Background: an optimization exercise with open tools, aiming at small area, a short achievable clock period and few clock cycles. Do not read the settings as production practice.
The RTL was checked by simulation tests, not by an equivalence proof against the original design.

$ cat flow/run.sh
#!/bin/bash
# synth_recipe.tcl (not shown) runs the flow's synth.tcl, then flattens the netlist and writes it again
# the make line also repeats each setting of config.mk as NAME=value (left out here)
make -C /OpenROAD-flow-scripts/flow DESIGN_CONFIG=/design/flow/config.mk WORK_HOME=/design/flow/orfs CLKGATE_MAP_FILE= SYNTH_SCRIPT=/design/flow/synth_recipe.tcl finish
$ cat flow/constraint.sdc
create_clock -name core_clock -period 11.0 [get_ports {clk}]
set_input_delay 2.2000 -clock core_clock [delete_from_list [all_inputs] [get_ports {clk}]]
set_output_delay 2.2000 -clock core_clock [all_outputs]
set_load 0.01 [all_outputs]
$ cat flow/config.mk
export PLATFORM = sky130hd
export DESIGN_NAME = calc_ops
export DESIGN_NICKNAME = calc_ops
export VERILOG_FILES = /design/flow/design.v
export SDC_FILE = /design/flow/constraint.sdc
export NUM_CORES = 4
export LEC_CHECK = 0
export CAP_MARGIN = 20
export CORE_MARGIN = 2
export CORE_UTILIZATION = 40
export SLEW_MARGIN = 20
$ cat flow/design.v
module adder (
    input  [55:0] a,
    input  [55:0] b,
    input         ci,
    output [55:0] sum
);
    assign sum = a + b + {55'd0, ci};
endmodule
module shift (
    input  [47:0] a,
    input  [47:0] b,
    output [47:0] c
);
    wire big = (|b[47:6]) | (b[5] & b[4]);
    assign c = big ? 48'd0 : (a << b[5:0]);
endmodule
module mul (
    input  [47:0] x,         
    input  [9:0]  yd,        
    input         it0,       
    input         negp,      
    input  [51:0] s,
    input  [51:0] c,
    output [51:0] s_n,       
    output [51:0] c_n,
    output [7:0]  sb,        
    output [7:0]  cb,
    output        negp_n
);
    function [2:0] benc(input y2, input y1, input y0);
        benc = {y2 & ~(y1 & y0),                        
                (y2 & ~y1 & ~y0) | (~y2 & y1 & y0),     
                y1 ^ y0};                               
    endfunction
    function [49:0] brow(input [2:0] e, input [47:0] xx);
        brow = {~e[2], ({49{e[0]}} & {1'b0, xx} | {49{e[1]}} & {xx, 1'b0}) ^ {49{e[2]}}};
    endfunction
    wire [2:0] e0 = benc(yd[1], yd[0], 1'b0);
    wire [2:0] e1 = benc(yd[3], yd[2], yd[1]);
    wire [2:0] e2 = benc(yd[5], yd[4], yd[3]);
    wire [2:0] e3 = benc(yd[7], yd[6], yd[5]);
    wire [2:0] e4 = benc(yd[9], yd[8], yd[7]);
    wire [49:0] r0 = brow(e0, x);
    wire [49:0] r1 = brow(e1, x);
    wire [49:0] r2 = brow(e2, x);
    wire [49:0] r3 = brow(e3, x);
    wire [49:0] r4 = brow(e4, x);
    wire [51:0] a_s = it0 ? {2'b00, r0} : s;
    wire [51:0] b_s = it0 ? (52'd3 << 49) : c;
    wire nb0 = it0 ? e0[2] : negp;
    wire n1 = e1[2];
    wire n2 = e2[2];
    wire n3 = e3[2];
    assign negp_n = e4[2];
    wire hs0;
    wire hc0;
    wire hs1;
    wire hc1;
    wire fs2;
    wire fc2;
    wire hs3;
    wire hc3;
    wire fs4;
    wire fc4;
    wire hs5;
    wire hc5;
    wire fs6;
    wire fc6;
    wire fs7;
    wire fc7;
    wire fs8;
    wire fc8;
    wire fs9;
    wire fc9;
    wire fs10;
    wire fc10;
    wire fs11;
    wire fc11;
    wire fs12;
    wire fc12;
    wire fs13;
    wire fc13;
    wire fs14;
    wire fc14;
    wire fs15;
    wire fc15;
    wire fs16;
    wire fc16;
    wire fs17;
    wire fc17;
    wire fs18;
    wire fc18;
    wire fs19;
    wire fc19;
    wire fs20;
    wire fc20;
    wire fs21;
    wire fc21;
    wire fs22;
    wire fc22;
    wire fs23;
    wire fc23;
    wire fs24;
    wire fc24;
    wire fs25;
    wire fc25;
    wire fs26;
    wire fc26;
    wire fs27;
    wire fc27;
    wire fs28;
    wire fc28;
    wire fs29;
    wire fc29;
    wire fs30;
    wire fc30;
    wire fs31;
    wire fc31;
    wire fs32;
    wire fc32;
    wire fs33;
    wire fc33;
    wire fs34;
    wire fc34;
    wire fs35;
    wire fc35;
    wire fs36;
    wire fc36;
    wire fs37;
    wire fc37;
    wire fs38;
    wire fc38;
    wire fs39;
    wire fc39;
    wire fs40;
    wire fc40;
    wire fs41;
    wire fc41;
    wire fs42;
    wire fc42;
    wire fs43;
    wire fc43;
    wire fs44;
    wire fc44;
    wire fs45;
    wire fc45;
    wire fs46;
    wire fc46;
    wire fs47;
    wire fc47;
    wire fs48;
    wire fc48;
    wire fs49;
    wire fc49;
    wire fs50;
    wire fc50;
    wire fs51;
    wire fc51;
    wire fs52;
    wire fc52;
    wire fs53;
    wire fc53;
    wire fs54;
    wire fc54;
    wire fs55;
    wire fc55;
    wire fs56;
    wire fc56;
    wire fs57;
    wire fc57;
    wire fs58;
    wire fc58;
    wire fs59;
    wire fc59;
    wire fs60;
    wire fc60;
    wire fs61;
    wire fc61;
    wire fs62;
    wire fc62;
    wire fs63;
    wire fc63;
    wire fs64;
    wire fc64;
    wire fs65;
    wire fc65;
    wire fs66;
    wire fc66;
    wire fs67;
    wire fc67;
    wire fs68;
    wire fc68;
    wire fs69;
    wire fc69;
    wire fs70;
    wire fc70;
    wire fs71;
    wire fc71;
    wire fs72;
    wire fc72;
    wire fs73;
    wire fc73;
    wire fs74;
    wire fc74;
    wire fs75;
    wire fc75;
    wire fs76;
    wire fc76;
    wire fs77;
    wire fc77;
    wire fs78;
    wire fc78;
    wire fs79;
    wire fc79;
    wire fs80;
    wire fc80;
    wire fs81;
    wire fc81;
    wire fs82;
    wire fc82;
    wire fs83;
    wire fc83;
    wire fs84;
    wire fc84;
    wire fs85;
    wire fc85;
    wire fs86;
    wire fc86;
    wire fs87;
    wire fc87;
    wire fs88;
    wire fc88;
    wire fs89;
    wire fc89;
    wire fs90;
    wire fc90;
    wire fs91;
    wire fc91;
    wire fs92;
    wire fc92;
    wire fs93;
    wire fc93;
    wire fs94;
    wire fc94;
    wire hs95;
    wire hc95;
    wire hs96;
    wire hc96;
    wire fs97;
    wire fc97;
    wire fs98;
    wire fc98;
    wire fs99;
    wire fc99;
    wire fs100;
    wire fc100;
    wire fs101;
    wire fc101;
    wire fs102;
    wire fc102;
    wire fs103;
    wire fc103;
    wire fs104;
    wire fc104;
    wire fs105;
    wire fc105;
    wire fs106;
    wire fc106;
    wire fs107;
    wire fc107;
    wire fs108;
    wire fc108;
    wire fs109;
    wire fc109;
    wire fs110;
    wire fc110;
    wire fs111;
    wire fc111;
    wire fs112;
    wire fc112;
    wire fs113;
    wire fc113;
    wire fs114;
    wire fc114;
    wire fs115;
    wire fc115;
    wire fs116;
    wire fc116;
    wire fs117;
    wire fc117;
    wire fs118;
    wire fc118;
    wire fs119;
    wire fc119;
    wire fs120;
    wire fc120;
    wire fs121;
    wire fc121;
    wire fs122;
    wire fc122;
    wire fs123;
    wire fc123;
    wire fs124;
    wire fc124;
    wire fs125;
    wire fc125;
    wire fs126;
    wire fc126;
    wire fs127;
    wire fc127;
    wire fs128;
    wire fc128;
    wire fs129;
    wire fc129;
    wire fs130;
    wire fc130;
    wire fs131;
    wire fc131;
    wire fs132;
    wire fc132;
    wire fs133;
    wire fc133;
    wire fs134;
    wire fc134;
    wire fs135;
    wire fc135;
    wire fs136;
    wire fc136;
    wire fs137;
    wire fc137;
    wire fs138;
    wire fc138;
    wire fs139;
    wire fc139;
    wire fs140;
    wire fc140;
    wire fs141;
    wire fc141;
    wire fs142;
    wire fc142;
    wire fs143;
    wire fc143;
    wire fs144;
    wire fc144;
    wire fs145;
    wire fc145;
    wire fs146;
    wire fc146;
    wire hs147;
    wire hc147;
    wire hs148;
    wire hc148;
    wire hs149;
    wire hc149;
    wire fs150;
    wire fc150;
    wire fs151;
    wire fc151;
    wire fs152;
    wire fc152;
    wire fs153;
    wire fc153;
    wire fs154;
    wire fc154;
    wire fs155;
    wire fc155;
    wire fs156;
    wire fc156;
    wire fs157;
    wire fc157;
    wire fs158;
    wire fc158;
    wire fs159;
    wire fc159;
    wire fs160;
    wire fc160;
    wire fs161;
    wire fc161;
    wire fs162;
    wire fc162;
    wire fs163;
    wire fc163;
    wire fs164;
    wire fc164;
    wire fs165;
    wire fc165;
    wire fs166;
    wire fc166;
    wire fs167;
    wire fc167;
    wire fs168;
    wire fc168;
    wire fs169;
    wire fc169;
    wire fs170;
    wire fc170;
    wire fs171;
    wire fc171;
    wire fs172;
    wire fc172;
    wire fs173;
    wire fc173;
    wire fs174;
    wire fc174;
    wire fs175;
    wire fc175;
    wire fs176;
    wire fc176;
    wire fs177;
    wire fc177;
    wire fs178;
    wire fc178;
    wire fs179;
    wire fc179;
    wire fs180;
    wire fc180;
    wire fs181;
    wire fc181;
    wire fs182;
    wire fc182;
    wire fs183;
    wire fc183;
    wire fs184;
    wire fc184;
    wire fs185;
    wire fc185;
    wire fs186;
    wire fc186;
    wire fs187;
    wire fc187;
    wire fs188;
    wire fc188;
    wire fs189;
    wire fc189;
    wire fs190;
    wire fc190;
    wire fs191;
    wire fc191;
    wire fs192;
    wire fc192;
    wire fs193;
    wire fc193;
    wire fs194;
    wire fc194;
    wire fs195;
    wire fc195;
    wire fs196;
    wire fc196;
    wire fs197;
    wire fc197;
    wire fs198;
    wire fc198;
    wire fs199;
    wire fc199;
    wire fs200;
    wire fc200;
    wire fs201;
    wire fc201;
    wire fs202;
    wire fc202;
    wire fs203;
    wire fc203;
    wire hs204;
    wire hc204;
    assign hs0 = a_s[4] ^ b_s[4];
    assign hc0 = a_s[4] & b_s[4];
    assign hs1 = a_s[5] ^ b_s[5];
    assign hc1 = a_s[5] & b_s[5];
    assign fs2 = a_s[6] ^ b_s[6] ^ n3;
    assign fc2 = (a_s[6] & b_s[6]) | (a_s[6] & n3) | (b_s[6] & n3);
    assign hs3 = r1[4] ^ r2[2];
    assign hc3 = r1[4] & r2[2];
    assign fs4 = a_s[7] ^ b_s[7] ^ r1[5];
    assign fc4 = (a_s[7] & b_s[7]) | (a_s[7] & r1[5]) | (b_s[7] & r1[5]);
    assign hs5 = r2[3] ^ r3[1];
    assign hc5 = r2[3] & r3[1];
    assign fs6 = a_s[8] ^ b_s[8] ^ r1[6];
    assign fc6 = (a_s[8] & b_s[8]) | (a_s[8] & r1[6]) | (b_s[8] & r1[6]);
    assign fs7 = r2[4] ^ r3[2] ^ r4[0];
    assign fc7 = (r2[4] & r3[2]) | (r2[4] & r4[0]) | (r3[2] & r4[0]);
    assign fs8 = a_s[9] ^ b_s[9] ^ r1[7];
    assign fc8 = (a_s[9] & b_s[9]) | (a_s[9] & r1[7]) | (b_s[9] & r1[7]);
    assign fs9 = r2[5] ^ r3[3] ^ r4[1];
    assign fc9 = (r2[5] & r3[3]) | (r2[5] & r4[1]) | (r3[3] & r4[1]);
    assign fs10 = a_s[10] ^ b_s[10] ^ r1[8];
    assign fc10 = (a_s[10] & b_s[10]) | (a_s[10] & r1[8]) | (b_s[10] & r1[8]);
    assign fs11 = r2[6] ^ r3[4] ^ r4[2];
    assign fc11 = (r2[6] & r3[4]) | (r2[6] & r4[2]) | (r3[4] & r4[2]);
    assign fs12 = a_s[11] ^ b_s[11] ^ r1[9];
    assign fc12 = (a_s[11] & b_s[11]) | (a_s[11] & r1[9]) | (b_s[11] & r1[9]);
    assign fs13 = r2[7] ^ r3[5] ^ r4[3];
    assign fc13 = (r2[7] & r3[5]) | (r2[7] & r4[3]) | (r3[5] & r4[3]);
    assign fs14 = a_s[12] ^ b_s[12] ^ r1[10];
    assign fc14 = (a_s[12] & b_s[12]) | (a_s[12] & r1[10]) | (b_s[12] & r1[10]);
    assign fs15 = r2[8] ^ r3[6] ^ r4[4];
    assign fc15 = (r2[8] & r3[6]) | (r2[8] & r4[4]) | (r3[6] & r4[4]);
    assign fs16 = a_s[13] ^ b_s[13] ^ r1[11];
    assign fc16 = (a_s[13] & b_s[13]) | (a_s[13] & r1[11]) | (b_s[13] & r1[11]);
    assign fs17 = r2[9] ^ r3[7] ^ r4[5];
    assign fc17 = (r2[9] & r3[7]) | (r2[9] & r4[5]) | (r3[7] & r4[5]);
    assign fs18 = a_s[14] ^ b_s[14] ^ r1[12];
    assign fc18 = (a_s[14] & b_s[14]) | (a_s[14] & r1[12]) | (b_s[14] & r1[12]);
    assign fs19 = r2[10] ^ r3[8] ^ r4[6];
    assign fc19 = (r2[10] & r3[8]) | (r2[10] & r4[6]) | (r3[8] & r4[6]);
    assign fs20 = a_s[15] ^ b_s[15] ^ r1[13];
    assign fc20 = (a_s[15] & b_s[15]) | (a_s[15] & r1[13]) | (b_s[15] & r1[13]);
    assign fs21 = r2[11] ^ r3[9] ^ r4[7];
    assign fc21 = (r2[11] & r3[9]) | (r2[11] & r4[7]) | (r3[9] & r4[7]);
    assign fs22 = a_s[16] ^ b_s[16] ^ r1[14];
    assign fc22 = (a_s[16] & b_s[16]) | (a_s[16] & r1[14]) | (b_s[16] & r1[14]);
    assign fs23 = r2[12] ^ r3[10] ^ r4[8];
    assign fc23 = (r2[12] & r3[10]) | (r2[12] & r4[8]) | (r3[10] & r4[8]);
    assign fs24 = a_s[17] ^ b_s[17] ^ r1[15];
    assign fc24 = (a_s[17] & b_s[17]) | (a_s[17] & r1[15]) | (b_s[17] & r1[15]);
    assign fs25 = r2[13] ^ r3[11] ^ r4[9];
    assign fc25 = (r2[13] & r3[11]) | (r2[13] & r4[9]) | (r3[11] & r4[9]);
    assign fs26 = a_s[18] ^ b_s[18] ^ r1[16];
    assign fc26 = (a_s[18] & b_s[18]) | (a_s[18] & r1[16]) | (b_s[18] & r1[16]);
    assign fs27 = r2[14] ^ r3[12] ^ r4[10];
    assign fc27 = (r2[14] & r3[12]) | (r2[14] & r4[10]) | (r3[12] & r4[10]);
    assign fs28 = a_s[19] ^ b_s[19] ^ r1[17];
    assign fc28 = (a_s[19] & b_s[19]) | (a_s[19] & r1[17]) | (b_s[19] & r1[17]);
    assign fs29 = r2[15] ^ r3[13] ^ r4[11];
    assign fc29 = (r2[15] & r3[13]) | (r2[15] & r4[11]) | (r3[13] & r4[11]);
    assign fs30 = a_s[20] ^ b_s[20] ^ r1[18];
    assign fc30 = (a_s[20] & b_s[20]) | (a_s[20] & r1[18]) | (b_s[20] & r1[18]);
    assign fs31 = r2[16] ^ r3[14] ^ r4[12];
    assign fc31 = (r2[16] & r3[14]) | (r2[16] & r4[12]) | (r3[14] & r4[12]);
    assign fs32 = a_s[21] ^ b_s[21] ^ r1[19];
    assign fc32 = (a_s[21] & b_s[21]) | (a_s[21] & r1[19]) | (b_s[21] & r1[19]);
    assign fs33 = r2[17] ^ r3[15] ^ r4[13];
    assign fc33 = (r2[17] & r3[15]) | (r2[17] & r4[13]) | (r3[15] & r4[13]);
    assign fs34 = a_s[22] ^ b_s[22] ^ r1[20];
    assign fc34 = (a_s[22] & b_s[22]) | (a_s[22] & r1[20]) | (b_s[22] & r1[20]);
    assign fs35 = r2[18] ^ r3[16] ^ r4[14];
    assign fc35 = (r2[18] & r3[16]) | (r2[18] & r4[14]) | (r3[16] & r4[14]);
    assign fs36 = a_s[23] ^ b_s[23] ^ r1[21];
    assign fc36 = (a_s[23] & b_s[23]) | (a_s[23] & r1[21]) | (b_s[23] & r1[21]);
    assign fs37 = r2[19] ^ r3[17] ^ r4[15];
    assign fc37 = (r2[19] & r3[17]) | (r2[19] & r4[15]) | (r3[17] & r4[15]);
    assign fs38 = a_s[24] ^ b_s[24] ^ r1[22];
    assign fc38 = (a_s[24] & b_s[24]) | (a_s[24] & r1[22]) | (b_s[24] & r1[22]);
    assign fs39 = r2[20] ^ r3[18] ^ r4[16];
    assign fc39 = (r2[20] & r3[18]) | (r2[20] & r4[16]) | (r3[18] & r4[16]);
    assign fs40 = a_s[25] ^ b_s[25] ^ r1[23];
    assign fc40 = (a_s[25] & b_s[25]) | (a_s[25] & r1[23]) | (b_s[25] & r1[23]);
    assign fs41 = r2[21] ^ r3[19] ^ r4[17];
    assign fc41 = (r2[21] & r3[19]) | (r2[21] & r4[17]) | (r3[19] & r4[17]);
    assign fs42 = a_s[26] ^ b_s[26] ^ r1[24];
    assign fc42 = (a_s[26] & b_s[26]) | (a_s[26] & r1[24]) | (b_s[26] & r1[24]);
    assign fs43 = r2[22] ^ r3[20] ^ r4[18];
    assign fc43 = (r2[22] & r3[20]) | (r2[22] & r4[18]) | (r3[20] & r4[18]);
    assign fs44 = a_s[27] ^ b_s[27] ^ r1[25];
    assign fc44 = (a_s[27] & b_s[27]) | (a_s[27] & r1[25]) | (b_s[27] & r1[25]);
    assign fs45 = r2[23] ^ r3[21] ^ r4[19];
    assign fc45 = (r2[23] & r3[21]) | (r2[23] & r4[19]) | (r3[21] & r4[19]);
    assign fs46 = a_s[28] ^ b_s[28] ^ r1[26];
    assign fc46 = (a_s[28] & b_s[28]) | (a_s[28] & r1[26]) | (b_s[28] & r1[26]);
    assign fs47 = r2[24] ^ r3[22] ^ r4[20];
    assign fc47 = (r2[24] & r3[22]) | (r2[24] & r4[20]) | (r3[22] & r4[20]);
    assign fs48 = a_s[29] ^ b_s[29] ^ r1[27];
    assign fc48 = (a_s[29] & b_s[29]) | (a_s[29] & r1[27]) | (b_s[29] & r1[27]);
    assign fs49 = r2[25] ^ r3[23] ^ r4[21];
    assign fc49 = (r2[25] & r3[23]) | (r2[25] & r4[21]) | (r3[23] & r4[21]);
    assign fs50 = a_s[30] ^ b_s[30] ^ r1[28];
    assign fc50 = (a_s[30] & b_s[30]) | (a_s[30] & r1[28]) | (b_s[30] & r1[28]);
    assign fs51 = r2[26] ^ r3[24] ^ r4[22];
    assign fc51 = (r2[26] & r3[24]) | (r2[26] & r4[22]) | (r3[24] & r4[22]);
    assign fs52 = a_s[31] ^ b_s[31] ^ r1[29];
    assign fc52 = (a_s[31] & b_s[31]) | (a_s[31] & r1[29]) | (b_s[31] & r1[29]);
    assign fs53 = r2[27] ^ r3[25] ^ r4[23];
    assign fc53 = (r2[27] & r3[25]) | (r2[27] & r4[23]) | (r3[25] & r4[23]);
    assign fs54 = a_s[32] ^ b_s[32] ^ r1[30];
    assign fc54 = (a_s[32] & b_s[32]) | (a_s[32] & r1[30]) | (b_s[32] & r1[30]);
    assign fs55 = r2[28] ^ r3[26] ^ r4[24];
    assign fc55 = (r2[28] & r3[26]) | (r2[28] & r4[24]) | (r3[26] & r4[24]);
    assign fs56 = a_s[33] ^ b_s[33] ^ r1[31];
    assign fc56 = (a_s[33] & b_s[33]) | (a_s[33] & r1[31]) | (b_s[33] & r1[31]);
    assign fs57 = r2[29] ^ r3[27] ^ r4[25];
    assign fc57 = (r2[29] & r3[27]) | (r2[29] & r4[25]) | (r3[27] & r4[25]);
    assign fs58 = a_s[34] ^ b_s[34] ^ r1[32];
    assign fc58 = (a_s[34] & b_s[34]) | (a_s[34] & r1[32]) | (b_s[34] & r1[32]);
    assign fs59 = r2[30] ^ r3[28] ^ r4[26];
    assign fc59 = (r2[30] & r3[28]) | (r2[30] & r4[26]) | (r3[28] & r4[26]);
    assign fs60 = a_s[35] ^ b_s[35] ^ r1[33];
    assign fc60 = (a_s[35] & b_s[35]) | (a_s[35] & r1[33]) | (b_s[35] & r1[33]);
    assign fs61 = r2[31] ^ r3[29] ^ r4[27];
    assign fc61 = (r2[31] & r3[29]) | (r2[31] & r4[27]) | (r3[29] & r4[27]);
    assign fs62 = a_s[36] ^ b_s[36] ^ r1[34];
    assign fc62 = (a_s[36] & b_s[36]) | (a_s[36] & r1[34]) | (b_s[36] & r1[34]);
    assign fs63 = r2[32] ^ r3[30] ^ r4[28];
    assign fc63 = (r2[32] & r3[30]) | (r2[32] & r4[28]) | (r3[30] & r4[28]);
    assign fs64 = a_s[37] ^ b_s[37] ^ r1[35];
    assign fc64 = (a_s[37] & b_s[37]) | (a_s[37] & r1[35]) | (b_s[37] & r1[35]);
    assign fs65 = r2[33] ^ r3[31] ^ r4[29];
    assign fc65 = (r2[33] & r3[31]) | (r2[33] & r4[29]) | (r3[31] & r4[29]);
    assign fs66 = a_s[38] ^ b_s[38] ^ r1[36];
    assign fc66 = (a_s[38] & b_s[38]) | (a_s[38] & r1[36]) | (b_s[38] & r1[36]);
    assign fs67 = r2[34] ^ r3[32] ^ r4[30];
    assign fc67 = (r2[34] & r3[32]) | (r2[34] & r4[30]) | (r3[32] & r4[30]);
    assign fs68 = a_s[39] ^ b_s[39] ^ r1[37];
    assign fc68 = (a_s[39] & b_s[39]) | (a_s[39] & r1[37]) | (b_s[39] & r1[37]);
    assign fs69 = r2[35] ^ r3[33] ^ r4[31];
    assign fc69 = (r2[35] & r3[33]) | (r2[35] & r4[31]) | (r3[33] & r4[31]);
    assign fs70 = a_s[40] ^ b_s[40] ^ r1[38];
    assign fc70 = (a_s[40] & b_s[40]) | (a_s[40] & r1[38]) | (b_s[40] & r1[38]);
    assign fs71 = r2[36] ^ r3[34] ^ r4[32];
    assign fc71 = (r2[36] & r3[34]) | (r2[36] & r4[32]) | (r3[34] & r4[32]);
    assign fs72 = a_s[41] ^ b_s[41] ^ r1[39];
    assign fc72 = (a_s[41] & b_s[41]) | (a_s[41] & r1[39]) | (b_s[41] & r1[39]);
    assign fs73 = r2[37] ^ r3[35] ^ r4[33];
    assign fc73 = (r2[37] & r3[35]) | (r2[37] & r4[33]) | (r3[35] & r4[33]);
    assign fs74 = a_s[42] ^ b_s[42] ^ r1[40];
    assign fc74 = (a_s[42] & b_s[42]) | (a_s[42] & r1[40]) | (b_s[42] & r1[40]);
    assign fs75 = r2[38] ^ r3[36] ^ r4[34];
    assign fc75 = (r2[38] & r3[36]) | (r2[38] & r4[34]) | (r3[36] & r4[34]);
    assign fs76 = a_s[43] ^ b_s[43] ^ r1[41];
    assign fc76 = (a_s[43] & b_s[43]) | (a_s[43] & r1[41]) | (b_s[43] & r1[41]);
    assign fs77 = r2[39] ^ r3[37] ^ r4[35];
    assign fc77 = (r2[39] & r3[37]) | (r2[39] & r4[35]) | (r3[37] & r4[35]);
    assign fs78 = a_s[44] ^ b_s[44] ^ r1[42];
    assign fc78 = (a_s[44] & b_s[44]) | (a_s[44] & r1[42]) | (b_s[44] & r1[42]);
    assign fs79 = r2[40] ^ r3[38] ^ r4[36];
    assign fc79 = (r2[40] & r3[38]) | (r2[40] & r4[36]) | (r3[38] & r4[36]);
    assign fs80 = a_s[45] ^ b_s[45] ^ r1[43];
    assign fc80 = (a_s[45] & b_s[45]) | (a_s[45] & r1[43]) | (b_s[45] & r1[43]);
    assign fs81 = r2[41] ^ r3[39] ^ r4[37];
    assign fc81 = (r2[41] & r3[39]) | (r2[41] & r4[37]) | (r3[39] & r4[37]);
    assign fs82 = a_s[46] ^ b_s[46] ^ r1[44];
    assign fc82 = (a_s[46] & b_s[46]) | (a_s[46] & r1[44]) | (b_s[46] & r1[44]);
    assign fs83 = r2[42] ^ r3[40] ^ r4[38];
    assign fc83 = (r2[42] & r3[40]) | (r2[42] & r4[38]) | (r3[40] & r4[38]);
    assign fs84 = a_s[47] ^ b_s[47] ^ r1[45];
    assign fc84 = (a_s[47] & b_s[47]) | (a_s[47] & r1[45]) | (b_s[47] & r1[45]);
    assign fs85 = r2[43] ^ r3[41] ^ r4[39];
    assign fc85 = (r2[43] & r3[41]) | (r2[43] & r4[39]) | (r3[41] & r4[39]);
    assign fs86 = a_s[48] ^ b_s[48] ^ r1[46];
    assign fc86 = (a_s[48] & b_s[48]) | (a_s[48] & r1[46]) | (b_s[48] & r1[46]);
    assign fs87 = r2[44] ^ r3[42] ^ r4[40];
    assign fc87 = (r2[44] & r3[42]) | (r2[44] & r4[40]) | (r3[42] & r4[40]);
    assign fs88 = a_s[49] ^ b_s[49] ^ r1[47];
    assign fc88 = (a_s[49] & b_s[49]) | (a_s[49] & r1[47]) | (b_s[49] & r1[47]);
    assign fs89 = r2[45] ^ r3[43] ^ r4[41];
    assign fc89 = (r2[45] & r3[43]) | (r2[45] & r4[41]) | (r3[43] & r4[41]);
    assign fs90 = a_s[50] ^ b_s[50] ^ r1[48];
    assign fc90 = (a_s[50] & b_s[50]) | (a_s[50] & r1[48]) | (b_s[50] & r1[48]);
    assign fs91 = r2[46] ^ r3[44] ^ r4[42];
    assign fc91 = (r2[46] & r3[44]) | (r2[46] & r4[42]) | (r3[44] & r4[42]);
    assign fs92 = a_s[51] ^ b_s[51] ^ r1[49];
    assign fc92 = (a_s[51] & b_s[51]) | (a_s[51] & r1[49]) | (b_s[51] & r1[49]);
    assign fs93 = r2[47] ^ r3[45] ^ r4[43];
    assign fc93 = (r2[47] & r3[45]) | (r2[47] & r4[43]) | (r3[45] & r4[43]);
    assign fs94 = 1'b1 ^ r2[48] ^ r3[46];
    assign fc94 = (1'b1 & r2[48]) | (1'b1 & r3[46]) | (r2[48] & r3[46]);
    assign hs95 = a_s[2] ^ b_s[2];
    assign hc95 = a_s[2] & b_s[2];
    assign hs96 = a_s[3] ^ b_s[3];
    assign hc96 = a_s[3] & b_s[3];
    assign fs97 = n2 ^ hs0 ^ r1[2];
    assign fc97 = (n2 & hs0) | (n2 & r1[2]) | (hs0 & r1[2]);
    assign fs98 = hc0 ^ hs1 ^ r1[3];
    assign fc98 = (hc0 & hs1) | (hc0 & r1[3]) | (hs1 & r1[3]);
    assign fs99 = hc1 ^ r3[0] ^ fs2;
    assign fc99 = (hc1 & r3[0]) | (hc1 & fs2) | (r3[0] & fs2);
    assign fs100 = fc2 ^ hc3 ^ hs5;
    assign fc100 = (fc2 & hc3) | (fc2 & hs5) | (hc3 & hs5);
    assign fs101 = hc5 ^ fc4 ^ fs6;
    assign fc101 = (hc5 & fc4) | (hc5 & fs6) | (fc4 & fs6);
    assign fs102 = fc6 ^ fc7 ^ fs8;
    assign fc102 = (fc6 & fc7) | (fc6 & fs8) | (fc7 & fs8);
    assign fs103 = fc8 ^ fc9 ^ fs10;
    assign fc103 = (fc8 & fc9) | (fc8 & fs10) | (fc9 & fs10);
    assign fs104 = fc10 ^ fc11 ^ fs12;
    assign fc104 = (fc10 & fc11) | (fc10 & fs12) | (fc11 & fs12);
    assign fs105 = fc12 ^ fc13 ^ fs14;
    assign fc105 = (fc12 & fc13) | (fc12 & fs14) | (fc13 & fs14);
    assign fs106 = fc14 ^ fc15 ^ fs16;
    assign fc106 = (fc14 & fc15) | (fc14 & fs16) | (fc15 & fs16);
    assign fs107 = fc16 ^ fc17 ^ fs18;
    assign fc107 = (fc16 & fc17) | (fc16 & fs18) | (fc17 & fs18);
    assign fs108 = fc18 ^ fc19 ^ fs20;
    assign fc108 = (fc18 & fc19) | (fc18 & fs20) | (fc19 & fs20);
    assign fs109 = fc20 ^ fc21 ^ fs22;
    assign fc109 = (fc20 & fc21) | (fc20 & fs22) | (fc21 & fs22);
    assign fs110 = fc22 ^ fc23 ^ fs24;
    assign fc110 = (fc22 & fc23) | (fc22 & fs24) | (fc23 & fs24);
    assign fs111 = fc24 ^ fc25 ^ fs26;
    assign fc111 = (fc24 & fc25) | (fc24 & fs26) | (fc25 & fs26);
    assign fs112 = fc26 ^ fc27 ^ fs28;
    assign fc112 = (fc26 & fc27) | (fc26 & fs28) | (fc27 & fs28);
    assign fs113 = fc28 ^ fc29 ^ fs30;
    assign fc113 = (fc28 & fc29) | (fc28 & fs30) | (fc29 & fs30);
    assign fs114 = fc30 ^ fc31 ^ fs32;
    assign fc114 = (fc30 & fc31) | (fc30 & fs32) | (fc31 & fs32);
    assign fs115 = fc32 ^ fc33 ^ fs34;
    assign fc115 = (fc32 & fc33) | (fc32 & fs34) | (fc33 & fs34);
    assign fs116 = fc34 ^ fc35 ^ fs36;
    assign fc116 = (fc34 & fc35) | (fc34 & fs36) | (fc35 & fs36);
    assign fs117 = fc36 ^ fc37 ^ fs38;
    assign fc117 = (fc36 & fc37) | (fc36 & fs38) | (fc37 & fs38);
    assign fs118 = fc38 ^ fc39 ^ fs40;
    assign fc118 = (fc38 & fc39) | (fc38 & fs40) | (fc39 & fs40);
    assign fs119 = fc40 ^ fc41 ^ fs42;
    assign fc119 = (fc40 & fc41) | (fc40 & fs42) | (fc41 & fs42);
    assign fs120 = fc42 ^ fc43 ^ fs44;
    assign fc120 = (fc42 & fc43) | (fc42 & fs44) | (fc43 & fs44);
    assign fs121 = fc44 ^ fc45 ^ fs46;
    assign fc121 = (fc44 & fc45) | (fc44 & fs46) | (fc45 & fs46);
    assign fs122 = fc46 ^ fc47 ^ fs48;
    assign fc122 = (fc46 & fc47) | (fc46 & fs48) | (fc47 & fs48);
    assign fs123 = fc48 ^ fc49 ^ fs50;
    assign fc123 = (fc48 & fc49) | (fc48 & fs50) | (fc49 & fs50);
    assign fs124 = fc50 ^ fc51 ^ fs52;
    assign fc124 = (fc50 & fc51) | (fc50 & fs52) | (fc51 & fs52);
    assign fs125 = fc52 ^ fc53 ^ fs54;
    assign fc125 = (fc52 & fc53) | (fc52 & fs54) | (fc53 & fs54);
    assign fs126 = fc54 ^ fc55 ^ fs56;
    assign fc126 = (fc54 & fc55) | (fc54 & fs56) | (fc55 & fs56);
    assign fs127 = fc56 ^ fc57 ^ fs58;
    assign fc127 = (fc56 & fc57) | (fc56 & fs58) | (fc57 & fs58);
    assign fs128 = fc58 ^ fc59 ^ fs60;
    assign fc128 = (fc58 & fc59) | (fc58 & fs60) | (fc59 & fs60);
    assign fs129 = fc60 ^ fc61 ^ fs62;
    assign fc129 = (fc60 & fc61) | (fc60 & fs62) | (fc61 & fs62);
    assign fs130 = fc62 ^ fc63 ^ fs64;
    assign fc130 = (fc62 & fc63) | (fc62 & fs64) | (fc63 & fs64);
    assign fs131 = fc64 ^ fc65 ^ fs66;
    assign fc131 = (fc64 & fc65) | (fc64 & fs66) | (fc65 & fs66);
    assign fs132 = fc66 ^ fc67 ^ fs68;
    assign fc132 = (fc66 & fc67) | (fc66 & fs68) | (fc67 & fs68);
    assign fs133 = fc68 ^ fc69 ^ fs70;
    assign fc133 = (fc68 & fc69) | (fc68 & fs70) | (fc69 & fs70);
    assign fs134 = fc70 ^ fc71 ^ fs72;
    assign fc134 = (fc70 & fc71) | (fc70 & fs72) | (fc71 & fs72);
    assign fs135 = fc72 ^ fc73 ^ fs74;
    assign fc135 = (fc72 & fc73) | (fc72 & fs74) | (fc73 & fs74);
    assign fs136 = fc74 ^ fc75 ^ fs76;
    assign fc136 = (fc74 & fc75) | (fc74 & fs76) | (fc75 & fs76);
    assign fs137 = fc76 ^ fc77 ^ fs78;
    assign fc137 = (fc76 & fc77) | (fc76 & fs78) | (fc77 & fs78);
    assign fs138 = fc78 ^ fc79 ^ fs80;
    assign fc138 = (fc78 & fc79) | (fc78 & fs80) | (fc79 & fs80);
    assign fs139 = fc80 ^ fc81 ^ fs82;
    assign fc139 = (fc80 & fc81) | (fc80 & fs82) | (fc81 & fs82);
    assign fs140 = fc82 ^ fc83 ^ fs84;
    assign fc140 = (fc82 & fc83) | (fc82 & fs84) | (fc83 & fs84);
    assign fs141 = fc84 ^ fc85 ^ fs86;
    assign fc141 = (fc84 & fc85) | (fc84 & fs86) | (fc85 & fs86);
    assign fs142 = fc86 ^ fc87 ^ fs88;
    assign fc142 = (fc86 & fc87) | (fc86 & fs88) | (fc87 & fs88);
    assign fs143 = fc88 ^ fc89 ^ fs90;
    assign fc143 = (fc88 & fc89) | (fc88 & fs90) | (fc89 & fs90);
    assign fs144 = fc90 ^ fc91 ^ fs92;
    assign fc144 = (fc90 & fc91) | (fc90 & fs92) | (fc91 & fs92);
    assign fs145 = r4[44] ^ fc92 ^ fc93;
    assign fc145 = (r4[44] & fc92) | (r4[44] & fc93) | (fc92 & fc93);
    assign fs146 = r2[49] ^ r3[47] ^ r4[45];
    assign fc146 = (r2[49] & r3[47]) | (r2[49] & r4[45]) | (r3[47] & r4[45]);
    assign hs147 = 1'b1 ^ r3[48];
    assign hc147 = 1'b1 & r3[48];
    assign hs148 = a_s[0] ^ b_s[0];
    assign hc148 = a_s[0] & b_s[0];
    assign hs149 = a_s[1] ^ b_s[1];
    assign hc149 = a_s[1] & b_s[1];
    assign fs150 = n1 ^ hs95 ^ r1[0];
    assign fc150 = (n1 & hs95) | (n1 & r1[0]) | (hs95 & r1[0]);
    assign fs151 = hc95 ^ hs96 ^ r1[1];
    assign fc151 = (hc95 & hs96) | (hc95 & r1[1]) | (hs96 & r1[1]);
    assign fs152 = hc96 ^ r2[0] ^ fs97;
    assign fc152 = (hc96 & r2[0]) | (hc96 & fs97) | (r2[0] & fs97);
    assign fs153 = r2[1] ^ fc97 ^ fs98;
    assign fc153 = (r2[1] & fc97) | (r2[1] & fs98) | (fc97 & fs98);
    assign fs154 = hs3 ^ fc98 ^ fs99;
    assign fc154 = (hs3 & fc98) | (hs3 & fs99) | (fc98 & fs99);
    assign fs155 = fs4 ^ fc99 ^ fs100;
    assign fc155 = (fs4 & fc99) | (fs4 & fs100) | (fc99 & fs100);
    assign fs156 = fs7 ^ fc100 ^ fs101;
    assign fc156 = (fs7 & fc100) | (fs7 & fs101) | (fc100 & fs101);
    assign fs157 = fs9 ^ fc101 ^ fs102;
    assign fc157 = (fs9 & fc101) | (fs9 & fs102) | (fc101 & fs102);
    assign fs158 = fs11 ^ fc102 ^ fs103;
    assign fc158 = (fs11 & fc102) | (fs11 & fs103) | (fc102 & fs103);
    assign fs159 = fs13 ^ fc103 ^ fs104;
    assign fc159 = (fs13 & fc103) | (fs13 & fs104) | (fc103 & fs104);
    assign fs160 = fs15 ^ fc104 ^ fs105;
    assign fc160 = (fs15 & fc104) | (fs15 & fs105) | (fc104 & fs105);
    assign fs161 = fs17 ^ fc105 ^ fs106;
    assign fc161 = (fs17 & fc105) | (fs17 & fs106) | (fc105 & fs106);
    assign fs162 = fs19 ^ fc106 ^ fs107;
    assign fc162 = (fs19 & fc106) | (fs19 & fs107) | (fc106 & fs107);
    assign fs163 = fs21 ^ fc107 ^ fs108;
    assign fc163 = (fs21 & fc107) | (fs21 & fs108) | (fc107 & fs108);
    assign fs164 = fs23 ^ fc108 ^ fs109;
    assign fc164 = (fs23 & fc108) | (fs23 & fs109) | (fc108 & fs109);
    assign fs165 = fs25 ^ fc109 ^ fs110;
    assign fc165 = (fs25 & fc109) | (fs25 & fs110) | (fc109 & fs110);
    assign fs166 = fs27 ^ fc110 ^ fs111;
    assign fc166 = (fs27 & fc110) | (fs27 & fs111) | (fc110 & fs111);
    assign fs167 = fs29 ^ fc111 ^ fs112;
    assign fc167 = (fs29 & fc111) | (fs29 & fs112) | (fc111 & fs112);
    assign fs168 = fs31 ^ fc112 ^ fs113;
    assign fc168 = (fs31 & fc112) | (fs31 & fs113) | (fc112 & fs113);
    assign fs169 = fs33 ^ fc113 ^ fs114;
    assign fc169 = (fs33 & fc113) | (fs33 & fs114) | (fc113 & fs114);
    assign fs170 = fs35 ^ fc114 ^ fs115;
    assign fc170 = (fs35 & fc114) | (fs35 & fs115) | (fc114 & fs115);
    assign fs171 = fs37 ^ fc115 ^ fs116;
    assign fc171 = (fs37 & fc115) | (fs37 & fs116) | (fc115 & fs116);
    assign fs172 = fs39 ^ fc116 ^ fs117;
    assign fc172 = (fs39 & fc116) | (fs39 & fs117) | (fc116 & fs117);
    assign fs173 = fs41 ^ fc117 ^ fs118;
    assign fc173 = (fs41 & fc117) | (fs41 & fs118) | (fc117 & fs118);
    assign fs174 = fs43 ^ fc118 ^ fs119;
    assign fc174 = (fs43 & fc118) | (fs43 & fs119) | (fc118 & fs119);
    assign fs175 = fs45 ^ fc119 ^ fs120;
    assign fc175 = (fs45 & fc119) | (fs45 & fs120) | (fc119 & fs120);
    assign fs176 = fs47 ^ fc120 ^ fs121;
    assign fc176 = (fs47 & fc120) | (fs47 & fs121) | (fc120 & fs121);
    assign fs177 = fs49 ^ fc121 ^ fs122;
    assign fc177 = (fs49 & fc121) | (fs49 & fs122) | (fc121 & fs122);
    assign fs178 = fs51 ^ fc122 ^ fs123;
    assign fc178 = (fs51 & fc122) | (fs51 & fs123) | (fc122 & fs123);
    assign fs179 = fs53 ^ fc123 ^ fs124;
    assign fc179 = (fs53 & fc123) | (fs53 & fs124) | (fc123 & fs124);
    assign fs180 = fs55 ^ fc124 ^ fs125;
    assign fc180 = (fs55 & fc124) | (fs55 & fs125) | (fc124 & fs125);
    assign fs181 = fs57 ^ fc125 ^ fs126;
    assign fc181 = (fs57 & fc125) | (fs57 & fs126) | (fc125 & fs126);
    assign fs182 = fs59 ^ fc126 ^ fs127;
    assign fc182 = (fs59 & fc126) | (fs59 & fs127) | (fc126 & fs127);
    assign fs183 = fs61 ^ fc127 ^ fs128;
    assign fc183 = (fs61 & fc127) | (fs61 & fs128) | (fc127 & fs128);
    assign fs184 = fs63 ^ fc128 ^ fs129;
    assign fc184 = (fs63 & fc128) | (fs63 & fs129) | (fc128 & fs129);
    assign fs185 = fs65 ^ fc129 ^ fs130;
    assign fc185 = (fs65 & fc129) | (fs65 & fs130) | (fc129 & fs130);
    assign fs186 = fs67 ^ fc130 ^ fs131;
    assign fc186 = (fs67 & fc130) | (fs67 & fs131) | (fc130 & fs131);
    assign fs187 = fs69 ^ fc131 ^ fs132;
    assign fc187 = (fs69 & fc131) | (fs69 & fs132) | (fc131 & fs132);
    assign fs188 = fs71 ^ fc132 ^ fs133;
    assign fc188 = (fs71 & fc132) | (fs71 & fs133) | (fc132 & fs133);
    assign fs189 = fs73 ^ fc133 ^ fs134;
    assign fc189 = (fs73 & fc133) | (fs73 & fs134) | (fc133 & fs134);
    assign fs190 = fs75 ^ fc134 ^ fs135;
    assign fc190 = (fs75 & fc134) | (fs75 & fs135) | (fc134 & fs135);
    assign fs191 = fs77 ^ fc135 ^ fs136;
    assign fc191 = (fs77 & fc135) | (fs77 & fs136) | (fc135 & fs136);
    assign fs192 = fs79 ^ fc136 ^ fs137;
    assign fc192 = (fs79 & fc136) | (fs79 & fs137) | (fc136 & fs137);
    assign fs193 = fs81 ^ fc137 ^ fs138;
    assign fc193 = (fs81 & fc137) | (fs81 & fs138) | (fc137 & fs138);
    assign fs194 = fs83 ^ fc138 ^ fs139;
    assign fc194 = (fs83 & fc138) | (fs83 & fs139) | (fc138 & fs139);
    assign fs195 = fs85 ^ fc139 ^ fs140;
    assign fc195 = (fs85 & fc139) | (fs85 & fs140) | (fc139 & fs140);
    assign fs196 = fs87 ^ fc140 ^ fs141;
    assign fc196 = (fs87 & fc140) | (fs87 & fs141) | (fc140 & fs141);
    assign fs197 = fs89 ^ fc141 ^ fs142;
    assign fc197 = (fs89 & fc141) | (fs89 & fs142) | (fc141 & fs142);
    assign fs198 = fs91 ^ fc142 ^ fs143;
    assign fc198 = (fs91 & fc142) | (fs91 & fs143) | (fc142 & fs143);
    assign fs199 = fs93 ^ fc143 ^ fs144;
    assign fc199 = (fs93 & fc143) | (fs93 & fs144) | (fc143 & fs144);
    assign fs200 = fs94 ^ fc144 ^ fs145;
    assign fc200 = (fs94 & fc144) | (fs94 & fs145) | (fc144 & fs145);
    assign fs201 = fc94 ^ fs146 ^ fc145;
    assign fc201 = (fc94 & fs146) | (fc94 & fc145) | (fs146 & fc145);
    assign fs202 = r4[46] ^ hs147 ^ fc146;
    assign fc202 = (r4[46] & hs147) | (r4[46] & fc146) | (hs147 & fc146);
    assign fs203 = r3[49] ^ r4[47] ^ hc147;
    assign fc203 = (r3[49] & r4[47]) | (r3[49] & hc147) | (r4[47] & hc147);
    assign hs204 = 1'b1 ^ r4[48];
    assign hc204 = 1'b1 & r4[48];
    wire [59:0] so = {1'b0, 1'b1, r4[49], hs204, fs203, fs202, fc200, fc199, fc198, fc197, fc196, fc195, fc194, fc193, fc192, fc191, fc190, fc189, fc188, fc187, fc186, fc185, fc184, fc183, fc182, fc181, fc180, fc179, fc178, fc177, fc176, fc175, fc174, fc173, fc172, fc171, fc170, fc169, fc168, fc167, fc166, fc165, fc164, fc163, fc162, fc161, fc160, fc159, fc158, fc157, fc156, fc155, fc154, fc153, fc152, fc151, fc150, hc149, hc148, nb0};
    wire [59:0] co = {1'b0, 1'b0, hc204, fc203, fc202, fc201, fs201, fs200, fs199, fs198, fs197, fs196, fs195, fs194, fs193, fs192, fs191, fs190, fs189, fs188, fs187, fs186, fs185, fs184, fs183, fs182, fs181, fs180, fs179, fs178, fs177, fs176, fs175, fs174, fs173, fs172, fs171, fs170, fs169, fs168, fs167, fs166, fs165, fs164, fs163, fs162, fs161, fs160, fs159, fs158, fs157, fs156, fs155, fs154, fs153, fs152, fs151, fs150, hs149, hs148};
    assign s_n = so[59:8];
    assign c_n = co[59:8];
    assign sb = so[7:0];
    assign cb = co[7:0];
endmodule
module calc_ops (
    input           clk,
    input           rst,
    input  [47:0]   add_a,
    input           add_empty,
    output          add_rden,
    output [47:0]   add_c,
    output          add_wren,
    input  [47:0]   shl_a,
    input           shl_empty,
    output          shl_rden,
    output [47:0]   shl_c,
    output          shl_wren,
    input  [47:0]   mul_a,
    input           mul_empty,
    output          mul_rden,
    output [47:0]   mul_c,
    output          mul_wren
);
reg        st_idle, st_capx, st_capy, st_exec, st_iter, st_hi, st_lo;
reg  [2:0] cur;          
reg  [2:0] last;         
reg  [2:0] pend;         
reg  [2:0] rden;
reg  [2:0] wren;
reg  [2:0] it;           
wire [2:0] empty = {mul_empty, shl_empty, add_empty};
wire [2:0] popx = rden & ~empty & ~({3{st_capx}} & cur);
wire [2:0] req  = pend | popx;
wire [2:0] g_after0 = req[1] ? 3'b010 : req[2] ? 3'b100 : req[0] ? 3'b001 : 3'b000;
wire [2:0] g_after1 = req[2] ? 3'b100 : req[0] ? 3'b001 : req[1] ? 3'b010 : 3'b000;
wire [2:0] g_after2 = req[0] ? 3'b001 : req[1] ? 3'b010 : req[2] ? 3'b100 : 3'b000;
wire [2:0] gsel = last[0] ? g_after0 : last[1] ? g_after1 : g_after2;
wire [2:0] grant = st_idle ? gsel : 3'b000;
wire       go = |grant;
wire       it_last = (it == 3'd5);
always @(posedge clk) begin
    if (rst) begin
        st_idle <= 1'b1;
        st_capx <= 1'b0;
        st_capy <= 1'b0;
        st_exec <= 1'b0;
        st_iter <= 1'b0;
        st_hi   <= 1'b0;
        st_lo   <= 1'b0;
        cur     <= 3'b000;
        last    <= 3'b100;
        pend    <= 3'b000;
        rden    <= 3'b111;
        wren    <= 3'b000;
        it      <= 3'd0;
    end else begin
        st_idle <= (st_idle & ~go) | st_exec | st_lo;
        st_capx <= go;
        st_capy <= st_capx;
        st_exec <= st_capy & ~cur[2];
        st_iter <= (st_capy & cur[2]) | (st_iter & ~it_last);
        st_hi   <= st_iter & it_last;
        st_lo   <= st_hi;
        it      <= st_iter ? it + 3'd1 : 3'd0;
        if (go) begin
            cur  <= grant;
            last <= grant;
        end
        pend <= (pend | popx) & ~grant;
        rden <= ~((pend | popx) & ~grant);
        wren <= cur & {3{st_exec | st_hi | st_lo}};
    end
end
assign add_rden = rden[0];
assign shl_rden = rden[1];
assign mul_rden = rden[2];
assign add_wren = wren[0];
assign shl_wren = wren[1];
assign mul_wren = wren[2];
wire [47:0] a_sel = ({48{cur[0]}} & add_a) | ({48{cur[1]}} & shl_a) | ({48{cur[2]}} & mul_a);
reg  [47:0] x;           
reg  [47:0] y;           
reg  [51:0] s, c;        
reg  [7:0]  sb, cb;      
reg         cy;          
reg         negp;
reg  [47:0] acc;         
wire [51:0] s_n, c_n;
wire [7:0]  sb_n, cb_n;
wire        negp_n;
mul u_mul (
    .x      (x),
    .yd     (y[9:0]),
    .it0    (it == 3'd0),
    .negp   (negp),
    .s      (s),
    .c      (c),
    .s_n    (s_n),
    .c_n    (c_n),
    .sb     (sb_n),
    .cb     (cb_n),
    .negp_n (negp_n)
);
wire        is_add = cur[0];
wire [55:0] sum;
adder u_adder (
    .a   (is_add ? {y, 8'd0} : {s[47:0], sb}),
    .b   (is_add ? {x, 8'd0} : {c[47:0], cb}),
    .ci  (~is_add & cy),
    .sum (sum)
);
wire [8:0] lo_byte = {1'b0, sb} + {1'b0, cb} + {8'd0, cy};
wire [47:0] shl_res;
shift u_shift (
    .a (x),
    .b (y),
    .c (shl_res)
);
always @(posedge clk) begin
    if (st_capx)
        x <= a_sel;
    if (st_capy)
        y <= a_sel;
    else
        y <= {(st_iter & (it == 3'd0)) ? 8'd0 : lo_byte[7:0], y[47:8]};
    s    <= s_n;
    c    <= c_n;
    sb   <= sb_n;
    cb   <= cb_n;
    negp <= negp_n;
    cy   <= (st_iter & (it == 3'd0)) ? 1'b0 : lo_byte[8];
    if (st_lo)
        acc <= y;
    else if (st_exec & cur[1])
        acc <= shl_res;
    else
        acc <= sum[55:8];
end
assign add_c = acc;
assign shl_c = acc;
assign mul_c = acc;
endmodule
==> impl_metrics.yaml, run 1 <==
setup_path:
  cp.required_ps: 11440
  criticalPathCategory: "reg -> reg"
  crit_chain: "buf_4 > mux2_2 > ha_1 > nand2_1 > nor2_1 > a221oi_2 > o22ai_2 > a21oi_4 > o31ai_4 > a31oi_4 > o31ai_1 > xnor2_1 > o21ai_1"
  arrival_ps: 5550
  critical-path-max-stage-delay_ps: 850
  startpoint_type: "register"
  r2r-start: "cur[0]"
  end_kind: "register"
  slowest_stage: "buf_4"
  crit_path_start: "cur[0]"
  cp_max_fo: 76
timing:
  post-route-min-period_ps: 5110
  tns_ps: 0
  max_slew_margin: 0.290
  fmax_ghz: 0.196
  finalMaxSlewViolations: 0
  setup_viol: 0
  hold_viol_final: 0
  worst_slew_pin_slew_ps: 1060
  rsz0062_at_grt: "no"
  whs_ps: 430
  fin_skew_ps: 31.0
  timing.final.crit_share: 0.464
place:
  post_dp_cell_area_mm2: 0.0292
  place_congestion: 0.946
  io_buffers: 298
  hpwl_um: 72500
clocking:
  holdBufCountCts: 0
  clk_path_buf_depth: 3
  postCtsSetupBuffers: 0
  cts_tree: "done"
  cts_made_buffers: 36
  cts_resized: 0
  clock_sinks: 284
  path_clk_slew_ps: 60
  h-tree-depth: 2
  root_buffer: "clkbuf_16"
  clk_latency_ps: 570
logic_synthesis:
  synth_seq_area_share: 0.232
  synth.distinct_cells: 73
  ys_warn_count: 2
  netlist.area_leader.share: 0.178
  synth_edf_count: 48
  synthTopCellsByArea: "dfxtp_1, fa_1, xor2_1"
  synthFlopType: "dfxtp_1"
  synth-seq-cells: 284
  async_reset_ff_frac: 0
  synth_top_area_cell: "dfxtp_1"
  syn_area_mm2: 0.0265
  avgSynthCellArea_um2: 8.79
  syn_nets: 3438
  syn_inst: 3019
run_status:
  status: "timing/DRC/antenna clean"
worst_hold_path:
  min-delay-start: "negp"
  hp-class: "reg -> reg"
floorplanning:
  die-area_mm2: 0.0684
  die_x_um: 262
  start_util: 0.404
  rows: 94
  die_h_um: 262
  coreArea_mm2: 0.0657
  ioPinCount: 299
finish:
  layout.nets: 3451
  area_delta_synth_final_pct: 14.9
  mostFrequentLayoutCells: "clkdlybuf4s50_1, a21oi_1, inv_1"
  fin_area_mm2: 0.0305
  drive_above_1_share: 0.0867
  final_common_cell: "clkdlybuf4s50_1"
  fillers: 6183
drt:
  drt_iter0_markers: 2351
  drc: 0
  via_per_inst: 5.93
  drt_wl_total_um: 99800
  detail_route.wl_per_cell_um: 25.4
  ant_nets: 0
  drt-pass1-iter-count: 7
  vias: 23300
flow_run:
  cap_violations: 0
global_routing:
  grt_max_degree: 85
  antenna_found_initial: 1
  grt_pass1_wl_um: 149000
  grt.total_usage: 0.289
  grt_pass1_vias: 23500
  gr-total-overflow: 0
## per-layer routing
layer | share of wire | GRT usage | up-vias
li1 | - | - | 10400
met1 | 0.42 | 0.385 | 11500
met2 | 0.47 | 0.474 | 1174
met3 | 0.077 | 0.0395 | 204
met4 | 0.040 | 0.113 | 0
met5 | 0 | 0 | -
## critical path, delay by kind of cell, from the launching register on
family	cells	cell delay (ps)
and+or+nand+nor	2	330
adders and majority gates	1	470
AOI/OAI and AO/OA	7	1960
buffers and inverters	1	850
xor gates and xnor gates	1	140
DFF	1	720
muxes	1	420
## synth_stat cells (11+ instances only)
master      n
nor2b_1    21
edfxtp_1   48
a222oi_1   42
clkbuf_1  207
buf_1      30
dfxtp_1   236
o22ai_1    22
fa_1      191
nor4_1     11
o21bai_1   14
ha_1       79
a22oi_1   205
nor2_1    231
xnor2_1    97
nand3_1    15
nand2_1   175
mux2_2    105
inv_1     236
nand4_1    17
mux2i_1    84
mux4_2     21
and2_1     16
nand2b_1   17
a21oi_1   261
buf_2      25
a221oi_1   16
o21ai_0    83
a31oi_1    13
xor2_1    200
a21o_1     43
buf_4      96
nor3b_1    42
nor3_1     15
## worst paths after layout
| check | endpoint | slack (ps) | depth (start not counted) |
|---|---|---|---|
| max | acc[45] | 5890 | 13 |
| min | sb[0] | 430 | 2 |
| max reg2reg | acc[45] | 5890 | 13 |
| min reg2reg | sb[0] | 430 | 2 |
## sequential cells by signal, indices dropped and copies added, names as in the netlist
| name | flops |
|---|---|
| wren | 3 |
| st_lo | 1 |
| it | 3 |
| y | 48 |
| x | 48 |
| st_idle | 1 |
| cy | 1 |
| st_iter | 1 |
| c | 50 |
| st_capy | 1 |
| pend | 3 |
| negp | 1 |
| cur | 3 |
| st_capx | 1 |
| rden | 3 |
| acc | 48 |
| s | 50 |
| st_hi | 1 |
| st_exec | 1 |
| cb | 8 |
| sb | 8 |
## metrics by stage
stage | std cells | utilization | worst slack, ps
5_1_grt | 3922 | 0.464 | 5760
3_5_place_dp | 3856 | 0.444 | 6010
6_report | 3923 | 0.464 | 5890
4_1_cts | 3920 | 0.463 | 5980
3_3_place_gp | 3856 | 0.444 | 6120
2_1_floorplan | 3019 | - | 7100
## cell type report
class                           count  area, um^2  share of cell area
Clock inverter                     18         196             0.00644
Clock buffer                       46        1030              0.0339
Antenna cell                        1        2.50           0.0000821
Multi-Input combinational cell   2138       17800               0.585
Sequential cell                   284        6190               0.203
Tap cell                          864        1080              0.0355
Inverter                          239         897              0.0294
Timing Repair Buffer              333        3270               0.107
## cell families after synthesis
| logic type | after synthesis | synth area share |
|---|---|---|
| xor+xnor | 297 | 0.0980 |
| buf+inv | 597 | 0.0992 |
| compound gates | 780 | 0.195 |
| mux | 210 | 0.0940 |
| flops | 284 | 0.232 |
| fa+ha+maj | 270 | 0.181 |
| simple gates | 581 | 0.100 |
Testbench counts, summed over its fixed seeds: cycles 13,821.
==> inputs of run 2 (changes only) <==
--- a/flow/design.v
+++ b/flow/design.v
@@ -17,5 +17,5 @@
 module mul (
     input  [47:0] x,         
-    input  [9:0]  yd,        
+    input  [14:0] bd,        
     input         it0,       
     input         negp,      
@@ -28,17 +28,12 @@
     output        negp_n
 );
-    function [2:0] benc(input y2, input y1, input y0);
-        benc = {y2 & ~(y1 & y0),                        
-                (y2 & ~y1 & ~y0) | (~y2 & y1 & y0),     
-                y1 ^ y0};                               
-    endfunction
     function [49:0] brow(input [2:0] e, input [47:0] xx);
         brow = {~e[2], ({49{e[0]}} & {1'b0, xx} | {49{e[1]}} & {xx, 1'b0}) ^ {49{e[2]}}};
     endfunction
-    wire [2:0] e0 = benc(yd[1], yd[0], 1'b0);
-    wire [2:0] e1 = benc(yd[3], yd[2], yd[1]);
-    wire [2:0] e2 = benc(yd[5], yd[4], yd[3]);
-    wire [2:0] e3 = benc(yd[7], yd[6], yd[5]);
-    wire [2:0] e4 = benc(yd[9], yd[8], yd[7]);
+    wire [2:0] e0 = bd[2:0];
+    wire [2:0] e1 = bd[5:3];
+    wire [2:0] e2 = bd[8:6];
+    wire [2:0] e3 = bd[11:9];
+    wire [2:0] e4 = bd[14:12];
     wire [49:0] r0 = brow(e0, x);
     wire [49:0] r1 = brow(e1, x);
@@ -962,5 +957,17 @@
 reg         cy;          
 reg         negp;
+reg  [14:0] bd;          
+reg         it0;         
+reg         sel_sh;      
 reg  [47:0] acc;         
+function [2:0] benc(input y2, input y1, input y0);
+    benc = {y2 & ~(y1 & y0),
+            (y2 & ~y1 & ~y0) | (~y2 & y1 & y0),
+            y1 ^ y0};
+endfunction
+function [14:0] bdig(input [9:0] v);
+    bdig = {benc(v[9], v[8], v[7]), benc(v[7], v[6], v[5]), benc(v[5], v[4], v[3]),
+            benc(v[3], v[2], v[1]), benc(v[1], v[0], 1'b0)};
+endfunction
 wire [51:0] s_n, c_n;
 wire [7:0]  sb_n, cb_n;
@@ -968,6 +975,6 @@
 mul u_mul (
     .x      (x),
-    .yd     (y[9:0]),
-    .it0    (it == 3'd0),
+    .bd     (bd),
+    .it0    (it0),
     .negp   (negp),
     .s      (s),
@@ -979,10 +986,9 @@
     .negp_n (negp_n)
 );
-wire        is_add = cur[0];
 wire [55:0] sum;
 adder u_adder (
-    .a   (is_add ? {y, 8'd0} : {s[47:0], sb}),
-    .b   (is_add ? {x, 8'd0} : {c[47:0], cb}),
-    .ci  (~is_add & cy),
+    .a   ({s[47:0], sb}),
+    .b   ({c[47:0], cb}),
+    .ci  (cy),
     .sum (sum)
 );
@@ -997,17 +1003,27 @@
     if (st_capx)
         x <= a_sel;
-    if (st_capy)
-        y <= a_sel;
-    else
-        y <= {(st_iter & (it == 3'd0)) ? 8'd0 : lo_byte[7:0], y[47:8]};
-    s    <= s_n;
-    c    <= c_n;
-    sb   <= sb_n;
-    cb   <= cb_n;
-    negp <= negp_n;
-    cy   <= (st_iter & (it == 3'd0)) ? 1'b0 : lo_byte[8];
+    if (st_capy) begin
+        y  <= a_sel;
+        bd <= bdig(a_sel[9:0]);
+        s  <= {4'd0, a_sel};
+        c  <= {4'd0, x};
+        sb <= 8'd0;
+        cb <= 8'd0;
+        cy <= 1'b0;
+    end else begin
+        y  <= {it0 ? 8'd0 : lo_byte[7:0], y[47:8]};
+        bd <= bdig(y[17:8]);
+        s  <= s_n;
+        c  <= c_n;
+        sb <= sb_n;
+        cb <= cb_n;
+        cy <= it0 ? 1'b0 : lo_byte[8];
+    end
+    negp   <= negp_n;
+    it0    <= st_capy;
+    sel_sh <= st_capy & cur[1];
     if (st_lo)
         acc <= y;
-    else if (st_exec & cur[1])
+    else if (sel_sh)
         acc <= shl_res;
     else
==> run 2 against run 1 <==
Compared with the run above:
- fmax rose by 18%
- largest cell class unchanged
- first-iteration DRC count rose by 6.9%
- setup slack improved by 800 ps
- clock-buffer cell count rose by 5
- non-clock buffer count rose by 4
- die area rose by 1.1%
- via count rose by 0.26%
- critical path depth fell by 3
- global-route usage rose by 0.39 points
==> impl_metrics.yaml, run 2 <==
logic_synthesis:
  syn_nets: 3338
  synthTopCellsByArea: "dfxtp_1, fa_1, xnor2_1"
  netlist.area_leader.share: 0.188
  synth.distinct_cells: 82
  syn_area_mm2: 0.0268
  synthFlopType: "dfxtp_1"
  synth_most_common_cell: "a22oi_1"
  synth_seq_area_share: 0.242
  synth_common_cells: "a22oi_1, dfxtp_1, nand2_1"
  synth_edf_count: 48
  synth_top_area_cell: "dfxtp_1"
  ys_warn_count: 2
  avgSynthCellArea_um2: 9.18
  async_reset_ff_frac: 0
  synth-seq-cells: 300
  syn_inst: 2924
finish:
  drive_above_1_share: 0.0856
  final_common_cell: "clkdlybuf4s50_1"
  layout.nets: 3365
  reg_top3: "s (51), c (50)"
  area_delta_synth_final_pct: 14.6
  final_core_util: 0.465
  mostFrequentLayoutCells: "clkdlybuf4s50_1, a22oi_1, nand2_1"
  top_register: "s"
  largest_register_ffs: 51
worst_hold_path:
  hp-class: "reg -> reg"
timing:
  tns_ps: 0
  worst_slew_pin_slew_ps: 1110
  fin_skew_ps: 24.8
  finalMaxSlewViolations: 0
  whs_ps: 452
  post-route-min-period_ps: 4310
  timing.final.crit_share: 0.392
  fmax_ghz: 0.232
  setup_viol: 0
  hold_viol_final: 0
  rsz0062_at_grt: "no"
  max_slew_margin: 0.258
clocking:
  cts_tree: "done"
  clk_path_buf_depth: 3
  clk_latency_ps: 580
  cts_resized: 0
  root_buffer: "clkbuf_16"
  h-tree-depth: 2
  path_clk_slew_ps: 60
  clock_sinks: 300
  cts_made_buffers: 36
  postCtsSetupBuffers: 0
  holdBufCountCts: 0
global_routing:
  grt_pass1_vias: 23200
  antenna_found_initial: 3
  gr-total-overflow: 0
  grt.total_usage: 0.293
  grt_pass1_wl_um: 155000
  grt_max_degree: 76
drt:
  drt_iter0_markers: 2514
  vias: 23300
  via_per_inst: 6.07
  ant_nets: 0
  drt-pass1-iter-count: 6
  drc: 0
  detail_route.wl_per_cell_um: 26.9
  drt_wl_total_um: 103000
setup_path:
  path_delay_family: "adder cells"
  cp.required_ps: 11460
  criticalPathCategory: "reg -> reg"
  slowest_stage: "dfxtp_4"
  r2r_cells: 10
  startpoint_type: "register"
  rrSetupSlack_ps: 6690
  crit_path_start: "bd[2]"
  crit_chain: "buf_4 > inv_1 > xnor2_1 > nand2_1 > o21ai_0 > fa_1 > inv_1 > fa_1 > fa_1 > mux2_2"
  arrival_ps: 4770
  endpoint: "c[40]"
  r2r-end: "c[40]"
  cp_common_cell: "fa_1"
  end_kind: "register"
  cp_num_cells: 10
  path_buf_inv: 3
  r2r-start: "bd[2]"
  critical-path-max-stage-delay_ps: 870
  cp_max_fo: 52
floorplanning:
  die-area_mm2: 0.0692
  start_util: 0.406
  die_h_um: 263
  die_x_um: 263
  coreArea_mm2: 0.0661
  rows: 94
  ioPinCount: 299
place:
  place_congestion: 0.962
  io_buffers: 298
  hpwl_um: 75700
run_status:
  status: "timing/DRC/antenna clean"
flow_run:
  cap_violations: 0
[run 2: cell count changes in the layout (fill, tap and decap cells not counted), moves of 40 or more]
cell | before | now
nor3b_1 | 42 | 2
a21oi_1 | 261 | 123
inv_1 | 236 | 178
xor2_1 | 200 | 59
a22oi_1 | 205 | 253
xnor2_1 | 97 | 232
nand2_1 | 175 | 248
o21a_1 | 4 | 83
nor2_1 | 229 | 125
[run 2: kinds of logic after synthesis]
logic type,share of synthesized area
AOI/OAI and AO/OA,0.200
xor gates and xnor gates,0.0950
adders and majority gates,0.177
buffers and inverters,0.0902
DFF,0.242
muxes,0.0983
and+or+nand+nor,0.0979
[run 2: worst min-delay path by stage]
| stage | start | end | slack [ps] | cells after the start |
|---|---|---|---|---|
| after global placement | st_lo | st_idle | 420 | 1 |
| final | st_lo | st_idle | 450 | 1 |
| after detailed placement | st_lo | st_idle | 440 | 1 |
| after global routing | negp | sb[0] | 480 | 2 |
| after CTS | st_lo | st_idle | 450 | 1 |
| after floorplan | bd[14] | negp | 330 | 0 |
[run 2: metrics by stage]
stage	instances	cell area [um^2]	worst slack [ps]
after CTS	3842	30700	6620
final	3844	30700	6690
after global placement	3776	29500	6600
after detailed placement	3776	29500	6570
after global routing	3843	30700	6440
after floorplan	2924	26800	7170
[run 2: routing by layer]
layer,vias to the layer above,track usage,share of wire
li1,10200,-,-
met5,-,0,0.00026
met4,4,0.0764,0.025
met3,161,0.0553,0.092
met2,1241,0.459,0.45
met1,11700,0.414,0.43
[run 2: final cells by class]
| type | count | area [um^2] |
|---|---|---|
| Clock buffer | 51 | 1100 |
| Antenna cell | 1 | 2.50 |
| Fill cell | 6248 | 35400 |
| Clock inverter | 15 | 156 |
| Timing Repair Buffer | 337 | 3280 |
| Inverter | 181 | 679 |
| Sequential cell | 300 | 6520 |
| Multi-Input combinational cell | 2095 | 17900 |
| Tap cell | 864 | 1080 |
Testbench counts of run 2, summed over its fixed seeds: cycles 13,821.

afterwards: timing with drivers on the ports:
The results above use ideal ports. As a check the final layouts listed here were re-extracted and re-timed, cells and wires unchanged.
Step 1 sets driving cells, clkbuf_16 on the clock port and buf_2 on the other inputs (assumed; they add their load-dependent delay and slew).
Step 2 times the ports against the registers' clock, not the clock port: input delays grow and output delays shrink by t, the midpoint of the rising clock arrivals with the driver on.
a / b / c = ideal / step 1 / step 2; a / b = the first two.
| run | t (ns) | slack for setup (ns) | clock arrival spread, ns |
|---|---|---|---|
| run 1 | 0.619 | 5.892 / 5.892 / 5.892 | 0.031 / 0.031 |
| run 2 | 0.627 | 6.689 / 6.689 / 6.563 | 0.025 / 0.025 |
After both steps every run listed still meets setup and hold. The setup slack of run 2, which loses most, moves by 0.000 ns with the drivers and by -0.126 ns with both steps.
